This is an optimization exercise on Yosys and OpenROAD, whose aim is small area, a short achievable clock period and few clock cycles per item, not a production implementation.
In this exercise RTL edits were held to simulation tests only and were not proved equivalent to the original.
In every run shown here, the design's own scripts or RTL, not TritonCTS, make the clock network.
The clock input has no modelled driver; a real chip could not lean on it and would need a root buffer or a full tree.
Power and IR drop assume default switching activity.

### flow/flow/run.sh
#!/bin/bash
# Layout: the standard flow (standard.sh), with its synthesis unchanged and
# these ORFS settings for the later steps:
#  - port buffers of the smallest plain buffer (the resizer sizes them up as
#    timing needs) instead of the default delay-cell buffers;
#  - before clock tree synthesis, mux4_1 cells become the smaller mux4_2;
#  - a two-level clock tree of inverters built by flow/mcts.tcl in place of
#    TritonCTS (PRE_CTS hook): the registers are split by position into
#    groups, each driven by a leaf inverter at its centre; the clock port
#    drives a few mid-level inverters, each driving the leaves of
#    neighbouring groups. Every register sees two inversions.
set -uo pipefail
export MCTS_GROUPS=8 MCTS_ROOT=2 MCTS_BUF=sky130_fd_sc_hd__inv_8 MCTS_LPM=2 MCTS_MID=sky130_fd_sc_hd__inv_8
EXTRA=("BUFFER_PORTS_ARGS=-buffer_cell sky130_fd_sc_hd__buf_1" "PRE_CTS_TCL=$PWD/flow/pre_cts.tcl")
bash standard.sh synth > synth.log 2>&1 || { tail -n 30 synth.log; exit 1; }
bash standard.sh "${EXTRA[@]}" finish > layout.log 2>&1 || { tail -n 30 layout.log; exit 1; }
### flow/flow/mcts.tcl
# Manual clock tree: the registers are split by position into MCTS_GROUPS
# groups (2 columns, then rows), each driven by one leaf clock buffer placed
# at the centre of its group. The leaf buffers are driven by the clock port
# directly, or, with MCTS_ROOT set, by one root buffer at their centre.
proc manual_cts {args} {
  set ngrp [expr {[info exists ::env(MCTS_GROUPS)] ? $::env(MCTS_GROUPS) : 4}]
  set root [expr {[info exists ::env(MCTS_ROOT)] ? $::env(MCTS_ROOT) : 0}]
  set bufm [expr {[info exists ::env(MCTS_BUF)] ? $::env(MCTS_BUF) : "sky130_fd_sc_hd__clkbuf_16"}]
  mcts_dissolve
  set block [ord::get_db_block]
  set clknet [$block findNet clk]
  set sinks {}
  foreach it [$clknet getITerms] {
    set inst [$it getInst]
    lassign [$inst getLocation] x y
    set w [[$inst getMaster] getWidth]
    lappend sinks [list $it [expr {$x + $w/2}] $y]
  }
  set n [llength $sinks]
  # split into two halves by x, then each half into ngrp/2 by y
  set byx [lsort -integer -index 1 $sinks]
  set groups {}
  set ncol [expr {$ngrp >= 4 ? 2 : 1}]
  if {$ngrp % $ncol} { error "manual_cts: MCTS_GROUPS must be even" }
  set nrow [expr {$ngrp / $ncol}]
  set per [expr {int(ceil(double($n) / $ncol))}]
  for {set c 0} {$c < $ncol} {incr c} {
    set col [lrange $byx [expr {$c*$per}] [expr {($c+1)*$per - 1}]]
    set col [lsort -integer -index 2 $col]
    set m [llength $col]
    set per2 [expr {int(ceil(double($m) / $nrow))}]
    for {set r 0} {$r < $nrow} {incr r} {
      lappend groups [lrange $col [expr {$r*$per2}] [expr {($r+1)*$per2 - 1}]]
    }
  }
  set master [[ord::get_db] findMaster $bufm]
  set drv $clknet
  if {$root == 2} {
    # one mid-level buffer per MCTS_LPM leaf groups, driven by the clock port
    set mids {}
    set lpm [expr {[info exists ::env(MCTS_LPM)] ? $::env(MCTS_LPM) : 2}]
    set midm [expr {[info exists ::env(MCTS_MID)] ? $::env(MCTS_MID) : "sky130_fd_sc_hd__clkbuf_16"}]
    for {set q 0} {$q < [llength $groups] / $lpm} {incr q} {
      set minst [odb::dbInst_create $block [[ord::get_db] findMaster $midm] "clkbuf_m_mid_$q"]
      set mnet [odb::dbNet_create $block "clknet_m_mid_$q"]
      $mnet setSigType CLOCK
      [$minst findITerm A] connect $clknet
      [mcts_out $minst] connect $mnet
      set pair [concat {*}[lrange $groups [expr {$lpm*$q}] [expr {$lpm*$q + $lpm - 1}]]]
      set sx 0; set sy 0
      foreach s $pair { set sx [expr {$sx + [lindex $s 1]}]; set sy [expr {$sy + [lindex $s 2]}] }
      $minst setLocation [expr {$sx / [llength $pair]}] [expr {$sy / [llength $pair]}]
      $minst setPlacementStatus PLACED
      lappend mids $mnet
    }
  }
  if {$root == 1} {
    set rinst [odb::dbInst_create $block [[ord::get_db] findMaster sky130_fd_sc_hd__clkbuf_16] "clkbuf_m_root"]
    set drv [odb::dbNet_create $block "clknet_m_root"]
    $drv setSigType CLOCK
    [$rinst findITerm A] connect $clknet
    [mcts_out $rinst] connect $drv
    set sx 0; set sy 0
    foreach s $sinks { set sx [expr {$sx + [lindex $s 1]}]; set sy [expr {$sy + [lindex $s 2]}] }
    $rinst setLocation [expr {$sx / $n}] [expr {$sy / $n}]
    $rinst setPlacementStatus PLACED
  }
  set k 0
  foreach g $groups {
    if {[llength $g] == 0} continue
    set sx 0; set sy 0
    foreach s $g { set sx [expr {$sx + [lindex $s 1]}]; set sy [expr {$sy + [lindex $s 2]}] }
    set cx [expr {$sx / [llength $g]}]; set cy [expr {$sy / [llength $g]}]
    set inst [odb::dbInst_create $block $master "clkbuf_m_$k"]
    set net [odb::dbNet_create $block "clknet_m_$k"]
    $net setSigType CLOCK
    foreach s $g { set it [lindex $s 0]; $it disconnect; $it connect $net }
    if {$root == 2} { set drv [lindex $mids [expr {$k / $lpm}]] }
    [$inst findITerm A] connect $drv
    [mcts_out $inst] connect $net
    $inst setLocation $cx $cy
    $inst setPlacementStatus PLACED
    puts "manual_cts: clkbuf_m_$k drives [llength $g] sinks at ($cx, $cy)"
    incr k
  }
  $clknet setSigType CLOCK
}

# Before placement: group the registers by function (each memory word with
# the words that share its first read-multiplexer level, the other registers
# spread evenly) and give each group a clock buffer, so that global placement
# pulls each group together. manual_cts replaces this tree by one grouped on
# the final register positions.
proc mcts_pregroup {} {
  set ngrp [expr {[info exists ::env(MCTS_GROUPS)] ? $::env(MCTS_GROUPS) : 4}]
  set bufm [expr {[info exists ::env(MCTS_BUF)] ? $::env(MCTS_BUF) : "sky130_fd_sc_hd__clkbuf_16"}]
  set block [ord::get_db_block]
  set clknet [$block findNet clk]
  set master [[ord::get_db] findMaster $bufm]
  set nets {}
  for {set k 0} {$k < $ngrp} {incr k} {
    set inst [odb::dbInst_create $block $master "clkbuf_p_$k"]
    set net [odb::dbNet_create $block "clknet_p_$k"]
    $net setSigType CLOCK
    [$inst findITerm A] connect $clknet
    [mcts_out $inst] connect $net
    $inst setDoNotTouch 1
    lappend nets $net
  }
  set wpg [expr {16 / $ngrp}]
  set rr 0
  foreach it [$clknet getITerms] {
    set inst [$it getInst]
    if {[string match clkbuf_p_* [$inst getName]]} continue
    if {[regexp {^mem\[([0-9]+)\]} [$inst getName] -> w]} {
      set g [expr {($w / $wpg) % $ngrp}]
    } else {
      set g [expr {$rr % $ngrp}]
      incr rr
    }
    $it disconnect
    $it connect [lindex $nets $g]
  }
}

# Undo mcts_pregroup: the registers go back onto the clock port's net.
proc mcts_dissolve {} {
  set block [ord::get_db_block]
  set clknet [$block findNet clk]
  foreach inst [$block getInsts] {
    if {![string match clkbuf_p_* [$inst getName]]} continue
    set net [[mcts_out $inst] getNet]
    foreach it [$net getITerms] {
      if {[$it getInst] eq $inst} continue
      $it disconnect
      $it connect $clknet
    }
    $inst setDoNotTouch 0
    odb::dbInst_destroy $inst
    odb::dbNet_destroy $net
  }
}

# Output pin of a clock buffer (X) or inverter (Y).
proc mcts_out {inst} {
  set it [$inst findITerm X]
  if {$it eq "NULL" || $it eq ""} { set it [$inst findITerm Y] }
  return $it
}

# Swap cells for the same function in a smaller and no weaker drive:
# sky130_fd_sc_hd__mux4_2 is smaller than mux4_1.
proc swap_dominated_cells {} {
  set n 0
  foreach inst [[ord::get_db_block] getInsts] {
    if {[[$inst getMaster] getName] eq "sky130_fd_sc_hd__mux4_1"} {
      replace_cell [$inst getName] sky130_fd_sc_hd__mux4_2
      incr n
    }
  }
  puts "swap_dominated_cells: $n mux4_1 -> mux4_2"
}
### flow/flow/pre_cts.tcl
# ORFS PRE_CTS hook: swap dominated cells, then build the clock tree with
# manual_cts (mcts.tcl) in place of TritonCTS; the rest of the CTS step
# (placement legalisation, timing repair) runs as usual.
source [file join [file dirname [info script]] mcts.tcl]
swap_dominated_cells
proc clock_tree_synthesis {args} { manual_cts }
### flow/standard.sh
#!/bin/bash
# synth_recipe.tcl (not shown) runs the flow's synth.tcl, then flattens the netlist and writes it again
# the make line also repeats each setting of config.mk as NAME=value (left out here)
make -C /OpenROAD-flow-scripts/flow DESIGN_CONFIG=/design/flow/config.mk WORK_HOME=/design/flow/orfs CLKGATE_MAP_FILE= SYNTH_SCRIPT=/design/flow/synth_recipe.tcl "${@:-finish}"
### flow/config.mk
export PLATFORM = sky130hd
export DESIGN_NAME = crc_code_faulty_memory
export DESIGN_NICKNAME = crc_code_faulty_memory
export VERILOG_FILES = /design/flow/design.v
export SDC_FILE = /design/flow/constraint.sdc
export NUM_CORES = 4
export LEC_CHECK = 0
export CAP_MARGIN = 20
export CORE_MARGIN = 2
export CORE_UTILIZATION = 70
export PLACE_DENSITY = 0.8
export SETUP_SLACK_MARGIN = 4.05
export SLEW_MARGIN = 20
### flow/constraint.sdc
create_clock -name core_clock -period 6.0 [get_ports {clk}]
set_input_delay 1.2000 -clock core_clock [delete_from_list [all_inputs] [get_ports {clk}]]
set_output_delay 1.2000 -clock core_clock [all_outputs]
set_load 0.01 [all_outputs]
### flow/design.v
module crc_code_faulty_memory(
    input clk,
    input rst,
    input write,
    input read,
    input [7:0] data_in,
    input [3:0] addr_in,
    input [3:0] fault_addr,
    input [1:0] burst_error_length,
    input fault_enable,
    output mem_write_busy,
    output read_busy,
    output data_valid,
    output error_detected,
    output completed,
    output [7:0] data_out
);
    reg       wr_p;
    reg       rd_p;
    reg [3:0] addr_p;
    reg [7:0] pay_p;
    always @(posedge clk or posedge rst) begin
        if (rst)
            rd_p <= 1'b0;
        else
            rd_p <= read;
    end
    always @(posedge clk) begin
        wr_p   <= write;
        addr_p <= addr_in;
        pay_p  <= read ? {1'b0, fault_enable, burst_error_length, fault_addr} : data_in;
    end
    wire [7:0] wdata_p      = pay_p;
    wire [3:0] fault_addr_p = pay_p[3:0];
    wire [1:0] burst_len_p  = pay_p[5:4];
    wire       fault_en_p   = pay_p[6];
    reg [7:0] mem [0:15];
    always @(posedge clk) begin
        if (wr_p)
            mem[addr_p] <= wdata_p;
    end
    wire [15:0] start_at = 16'd1 << fault_addr_p;
    wire        len_ge1  = |burst_len_p;
    wire        len_ge2  = burst_len_p[1];
    wire        len_eq3  = &burst_len_p;
    reg  [7:0]  dmask;
    integer j;
    always @(*) begin
        for (j = 0; j < 8; j = j + 1)
            dmask[j] = fault_en_p && (start_at[j + 4] ||
                                      (start_at[j + 3] && len_ge1) ||
                                      (start_at[j + 2] && len_ge2) ||
                                      (start_at[j + 1] && len_eq3));
    end
    wire err = fault_en_p && (fault_addr_p < 4'd12);
    reg       done_r, valid_r, error_r;
    reg [7:0] data_r;
    always @(posedge clk or posedge rst) begin
        if (rst)
            done_r <= 1'b0;
        else
            done_r <= rd_p;
    end
    always @(posedge clk) begin
        valid_r <= rd_p & ~err;
        error_r <= rd_p & err;
        data_r  <= mem[addr_p] ^ dmask;
    end
    assign mem_write_busy = 1'b0;
    assign read_busy      = 1'b0;
    assign completed      = done_r;
    assign data_valid     = valid_r;
    assign error_detected = error_r;
    assign data_out       = data_r;
endmodule
==> results.json, run 1 <==
{
  "status": "no timing/DRC/antenna violations",
  "cp_slowest_cell": "mux4_2",
  "num_rows": 33,
  "diodes": 0,
  "num-fill-cells": 474,
  "clk_pin_slew_ns": 0.09,
  "crit_path_end_kind": "flip-flop",
  "layout_commonest_cell": "edfxtp_1",
  "dpl_worst_slack_ns": 3.79,
  "path_buf_inv": 1,
  "ctsHoldBuffers": 0,
  "critPathRequiredTime_ns": 6.01,
  "dp_hpwl_um": 6870,
  "io_buffers": 33,
  "synth_top_cell_area_share_pct": 65.2,
  "hold_class": "flip-flop to flip-flop",
  "worstPathMaxFanout": 20,
  "timing.final.crit_share_pct": 30.8,
  "power_w": 0.00176,
  "grt_overflow": 0,
  "postLayoutCellArea_mm2": 0.00626,
  "postCtsSetupBuffers": 0,
  "synthCells": 309,
  "critPathLaunchType": "flip-flop",
  "relSlewSlack_pct": 36.5,
  "die_area_mm2": 0.00917,
  "post_drt_wl_per_cell_um": 24.4,
  "ys_warn_count": 1,
  "yosysUniqueCellTypes": 36,
  "vias": 2914,
  "timing_worst_setup_path_type": "flip-flop to flip-flop",
  "vias_per_cell": 6.50,
  "grt_max_degree": 40,
  "powerDensity_mw_per_mm2": 282,
  "ys.flop_type": "edfxtp_1",
  "synth_edf_count": 128,
  "arrival_ns": 1.86,
  "ys_async_sr_fraction_pct": 1.31,
  "dr.pass1.iters": 4,
  "finalClockSkew_ns": 0.0129,
  "grt_use_total_pct": 24.5,
  "cp_cell_sequence": "buf_12 > mux4_2 > a22oi_1 > nand2_1 > xnor2_1",
  "drv_slew": 0,
  "final.setup.tns_ns": 0,
  "gp_congestion": 0.776,
  "synth.area.top_cells": "edfxtp_1 65%, mux4_2 8.0%, dfxtp_1 7.8%, mux4_1 4.9%, a22oi_1 2.0%",
  "dpl_cell_area_mm2": 0.00608,
  "final_antenna_net_count": 0,
  "worst_slew_pin_slew_ns": 0.951,
  "grt_pass1_vias": 2830,
  "initial_core_util_pct": 72.1,
  "ir_worst_vdd_mv": 0.169,
  "drc_errors": 0,
  "final_layout_size_suffix_gt1_share_pct": 22.4,
  "core_mm2": 0.00818,
  "report.final.hold_viol_count": 0,
  "critPathMaxStageDelay_ns": 0.55,
  "rsz0062_at_grt": "false",
  "critPathTopFamily": "multiplexers",
  "nets": 368,
  "setup_viol": 0,
  "min_period_ns": 1.85,
  "grt_pass1_wl_um": 16200,
  "die_w_um": 95.8,
  "ys_ff_latch": 153,
  "syn-cell-area_mm2": 0.00590,
  "antenna_found_initial": 0,
  "die_y_um": 95.8,
  "synth_top_area_cell": "edfxtp_1",
  "syn_area_per_cell_um2": 19.1,
  "maxCapViolCount": 0,
  "first_iter_violations": 294,
  "clk_latency_ns": 0.12,
  "max_clock_freq_ghz": 0.541,
  "syn_to_final_growth_pct": 6.17,
  "setup_slack_ns": 4.15,
  "layout_common_cells": "128 x edfxtp_1, 32 x mux4_2, 32 x buf_1",
  "yosysSeqAreaShare_pct": 73.8,
  "routed_wl_um": 10900,
  "io_pins": 36,
  "p_leak_nw": 1.94
}
-- kinds of logic after synthesis --
logic type                after synthesis  synth area share (%)
buffers and inverters                  19                  2.12
and+or+nand+nor                        56                  4.77
DFF                                   153                  73.8
other                                   1                0.0636
muxes                                  39                  14.3
xor gates and xnor gates                8                  1.19
AOI/OAI and AO/OA                      33                  3.76
-- registers in the layout, indices dropped and copies added (netlist names) --
register	cells
mem	128
data_r	8
pay_p	8
addr_p	4
done_r	1
error_r	1
rd_p	1
valid_r	1
wr_p	1
-- layout make-up --
| cell class | count | area (um2) | area share [%] |
|---|---|---|---|
| inverter | 13 | 139 | 2.22 |
| multi-input combinational | 138 | 1430 | 22.8 |
| sequential | 153 | 4360 | 69.6 |
| tap | 105 | 131 | 2.10 |
| timing repair buffer | 39 | 204 | 3.26 |
-- through the flow --
stage	hold WS (ns)	util, %	instances
2_1_floorplan	0.361	-	310
3_3_place_gp	0.370	74.3	435
3_5_place_dp	0.396	74.4	435
4_1_cts	0.396	76.0	447
5_1_grt	0.417	76.6	448
6_report	0.411	76.6	448
-- what timing repair did --
item,in CTS,in global routing
gates resized for setup,14,7
endpoints found under the setup margin,111,86
endpoints found under the hold margin,0,0
cloned,0,1
-- metal layers --
metal,global-route usage (%),vias to the layer above,wire [um]
met2,39.6,136,5500
met4,5.95,0,267
met1,37.3,1475,4360
met5,0,-,0
met3,2.51,18,817
li1,-,1285,-
-- cells in the mapped netlist (2+ instances only) --
cell      number
o21ai_0        4
buf_1          2
nand3b_1       3
o211ai_1       2
mux4_2        21
edfxtp_1     128
xnor2_1        8
a21oi_1        5
clkbuf_1       7
mux2_2         7
nand2_1       14
nor2_1        15
nor2b_1        4
dfxtp_1       23
nor3_1         5
mux4_1        11
dfrtp_1        2
o22ai_1        3
nand2b_1       9
a22oi_1       16
a21boi_0       3
buf_2          2
buf_4          2
-- worst paths after layout --
kind	from	to	slack (ns)	cells after the start
max	addr_p[0]	data_r[7]	4.15	5
min	rd_p	done_r	0.41	0
max reg2reg	addr_p[0]	data_r[7]	4.15	5
max in group asynchronous	rst	done_r	4.99	2
min reg2reg	rd_p	done_r	0.41	0
min in group asynchronous	rst	rd_p	0.91	2
-- where the power goes --
group	internal [W]	switching [W]	leakage, nW
combinational	0.0000587	0.0000701	0.516
sequential	0.00119	0.0000347	1.36
clock	0.0000817	0.000324	0.0726
Testbench counts, summed over its fixed seeds: cycles 4,806, items 4,800.
==> run 2, diff against run 1 <==
--- a/flow/flow/run.sh
+++ b/flow/flow/run.sh
@@ -10,7 +10,7 @@
 #    drives a few mid-level inverters, each driving the leaves of
 #    neighbouring groups. Every register sees two inversions.
 set -uo pipefail
-export MCTS_GROUPS=8 MCTS_ROOT=2 MCTS_BUF=sky130_fd_sc_hd__inv_8 MCTS_LPM=2 MCTS_MID=sky130_fd_sc_hd__inv_8
+export MCTS_GROUPS=4 MCTS_ROOT=2 MCTS_BUF=sky130_fd_sc_hd__inv_16 MCTS_LPM=1 MCTS_MID=sky130_fd_sc_hd__inv_6
 EXTRA=("BUFFER_PORTS_ARGS=-buffer_cell sky130_fd_sc_hd__buf_1" "PRE_CTS_TCL=$PWD/flow/pre_cts.tcl")
 bash standard.sh synth > synth.log 2>&1 || { tail -n 30 synth.log; exit 1; }
 bash standard.sh "${EXTRA[@]}" finish > layout.log 2>&1 || { tail -n 30 layout.log; exit 1; }
--- a/flow/config.mk
+++ b/flow/config.mk
@@ -9,5 +9,5 @@
 export CORE_MARGIN = 2
 export CORE_UTILIZATION = 70
 export PLACE_DENSITY = 0.8
-export SETUP_SLACK_MARGIN = 4.05
+export SETUP_SLACK_MARGIN = 4.1
 export SLEW_MARGIN = 20
==> results.json, run 2 <==
{
  "syn_to_final_growth_pct": 5.79,
  "grt_overflow": 0,
  "yosysUniqueCellTypes": 36,
  "initial_core_util_pct": 72.1,
  "first_iter_violations": 236,
  "setup_viol": 0,
  "min_period_ns": 1.83,
  "grt_pass1_wl_um": 15800,
  "final_antenna_net_count": 0,
  "cp_slowest_cell": "dfrtp_1",
  "ys_ff_latch": 153,
  "core_mm2": 0.00818,
  "top_regs": "mem: 128 flops, data_r: 8 flops, pay_p: 8 flops",
  "synth_top_area_cell": "edfxtp_1",
  "ir_worst_vdd_mv": 0.199,
  "final_layout_size_suffix_gt1_share_pct": 21.2,
  "synth.area.top_cells": "edfxtp_1 65%, mux4_2 8.0%, dfxtp_1 7.8%, mux4_1 4.9%, a22oi_1 2.0%",
  "max_clock_freq_ghz": 0.546,
  "post_drt_wl_per_cell_um": 24.2,
  "num-fill-cells": 457,
  "synthXorXnorAreaFrac_pct": 1.19,
  "dr.pass1.iters": 4,
  "register_area_mm2": 0.00436,
  "syn_area_per_cell_um2": 19.1,
  "setup_slack_ns": 4.17,
  "synth_mux_area_share_pct": 14.3,
  "rsz0062_at_grt": "true",
  "ys_top_cells_by_count": "128 x edfxtp_1, 23 x dfxtp_1, 21 x mux4_2, 16 x a22oi_1, 15 x nor2_1",
  "synth_simple_gate_area_share_pct": 4.77,
  "cp_cell_sequence": "buf_1",
  "synth_edf_count": 128,
  "finalClockSkew_ns": 0.0135,
  "report.final.hold_viol_count": 0,
  "num_rows": 33,
  "largest_reg_flops": 128,
  "timing.final.crit_share_pct": 30.5,
  "io_buffers": 33,
  "grt_max_degree": 40,
  "worstPathMaxFanout": 1,
  "status": "no timing/DRC/antenna violations",
  "vias_per_cell": 6.50,
  "drv_slew": 0,
  "gp_congestion": 0.759,
  "critPathRequiredTime_ns": 4.80,
  "critPathLaunchType": "flip-flop",
  "powerDensity_mw_per_mm2": 279,
  "postCtsSetupBuffers": 0,
  "layout_commonest_cell": "edfxtp_1",
  "dpl_worst_slack_ns": 3.83,
  "synthCells": 309,
  "dp_hpwl_um": 6760,
  "clk_pin_slew_ns": 0.10,
  "die_area_mm2": 0.00917,
  "clk_latency_ns": 0.14,
  "yosysSeqAreaShare_pct": 73.8,
  "die_y_um": 95.8,
  "routed_wl_um": 10800,
  "antenna_found_initial": 0,
  "crit_path_end_kind": "output pin",
  "nets": 365,
  "relSlewSlack_pct": 39.4,
  "ys_async_sr_fraction_pct": 1.31,
  "synth_top_cell_area_share_pct": 65.2,
  "drc_errors": 0,
  "top_register": "mem",
  "worst_slew_pin_slew_ns": 0.908,
  "final.setup.tns_ns": 0,
  "ys_warn_count": 1,
  "p_leak_nw": 1.93,
  "layout_common_cells": "128 x edfxtp_1, 32 x mux4_2, 32 x buf_1",
  "synth_top_family_by_area": "multiplexers",
  "hold_class": "flip-flop to flip-flop",
  "grt_pass1_vias": 2869,
  "syn-cell-area_mm2": 0.00590,
  "io_pins": 36,
  "path_buf_inv": 1,
  "critPathMaxStageDelay_ns": 0.38,
  "critPathTopFamily": "flip-flops",
  "arrival_ns": 0.63,
  "grt_use_total_pct": 23.8,
  "multi_input_area_mm2": 0.00142,
  "synth_compound_area_share_pct": 3.76,
  "maxCapViolCount": 0,
  "synthAdderAreaFrac_pct": 0,
  "vias": 2892,
  "yosysMostFrequentCell": "edfxtp_1",
  "diodes": 0,
  "ys.flop_type": "edfxtp_1",
  "timing_worst_setup_path_type": "flip-flop to output pin",
  "die_w_um": 95.8
}
==> run 2: cell types whose count changed in the layout (fill, tap and decap cells not counted) <==
cell	delta
buf_2	-1
nor2_1	+1
buf_4	+2
inv_8	-12
nor3_2	-1
nor3_1	+1
inv_16	+4
inv_6	+4
nor2_4	-1
==> run 2: cell type report <==
cell class                      instances  share of cell area [%]
Tap cell                              105                    2.11
Inverter                                9                    1.91
Sequential cell                       153                    69.9
Timing Repair Buffer                   40                    3.43
Multi-Input combinational cell        138                    22.7
==> run 2: power by group <==
| group | switching [W] | internal, W |
|---|---|---|
| clock | 0.000314 | 0.0000712 |
| sequential | 0.0000367 | 0.00119 |
| combinational | 0.0000671 | 0.0000589 |
| total | 0.000418 | 0.00132 |
==> run 2: through the flow <==
step / hold slack, ns / instance area [um2] / cells / total power, W / util [%]
2_1_floorplan: 0.361 / 5900 / 310 / 0.00133 / -
3_3_place_gp: 0.370 / 6070 / 435 / 0.00136 / 74.3
3_5_place_dp: 0.395 / 6090 / 436 / 0.00137 / 74.4
4_1_cts: 0.395 / 6190 / 444 / 0.00168 / 75.7
5_1_grt: 0.436 / 6240 / 445 / 0.00180 / 76.3
6_report: 0.419 / 6240 / 445 / 0.00174 / 76.3
==> run 2: logic make-up after synthesis <==
family          count (synthesis)
simple gates                   56
other cells                     1
xor+xnor                        8
buf+inv                        19
flops                         153
compound gates                 33
mux                            39
==> run 2: path summary, 6_finish.rpt <==
check	from	end	slack [ns]	depth (start not counted)
worst max-delay path	done_r	completed	4.17	1
worst min-delay path	rd_p	done_r	0.42	0
worst max register to register	addr_p[0]	data_r[3]	4.17	5
worst min register to register	rd_p	done_r	0.42	0
max in group asynchronous	rst	rd_p	5.03	2
min in group asynchronous	rst	done_r	0.87	2
==> run 2: what timing repair did <==
action                                  in CTS  in global routing
resized for setup                           11                  9
hold endpoints to repair                     0                  0
endpoints found under the setup margin     111                 87
hold buffers                                 0                  0
cloned                                       0                  1
==> run 2: layer usage <==
layer	track usage, %	wire [um]
met1	38.0	4390
met5	0	0
met4	3.69	208
met2	38.8	5490
met3	1.17	681

re-timing with driven ports:
Ports are ideal in the flow. The routed layouts listed here were re-timed in OpenROAD. Step 1, drivers: a clkbuf_16 drives clk and a buf_2 each remaining input, both assumed. Step 2 moves the port delays by t, midway between the first and last clock arrival at a register: inputs arrive t later, outputs are due t later. That takes back most of the time a late clock gives input paths. Slacks: ideal ports / drivers / drivers and shift; pairs: ideal ports / drivers.
run | shift t [ns] | slack for setup (ns) | worst data-port slew with drivers (ns) | pins driven straight from the clock port
run 1 | 0.232 | 4.152 / 4.056 / 4.105 | 0.04 | 4
run 2 | 0.236 | 4.170 / 4.066 / 4.161 | 0.03 | 4
After both steps setup and hold are still met in every run listed. For run 1, which loses most, drivers alone change the setup slack by -0.096 ns; drivers and shift together by -0.047 ns.
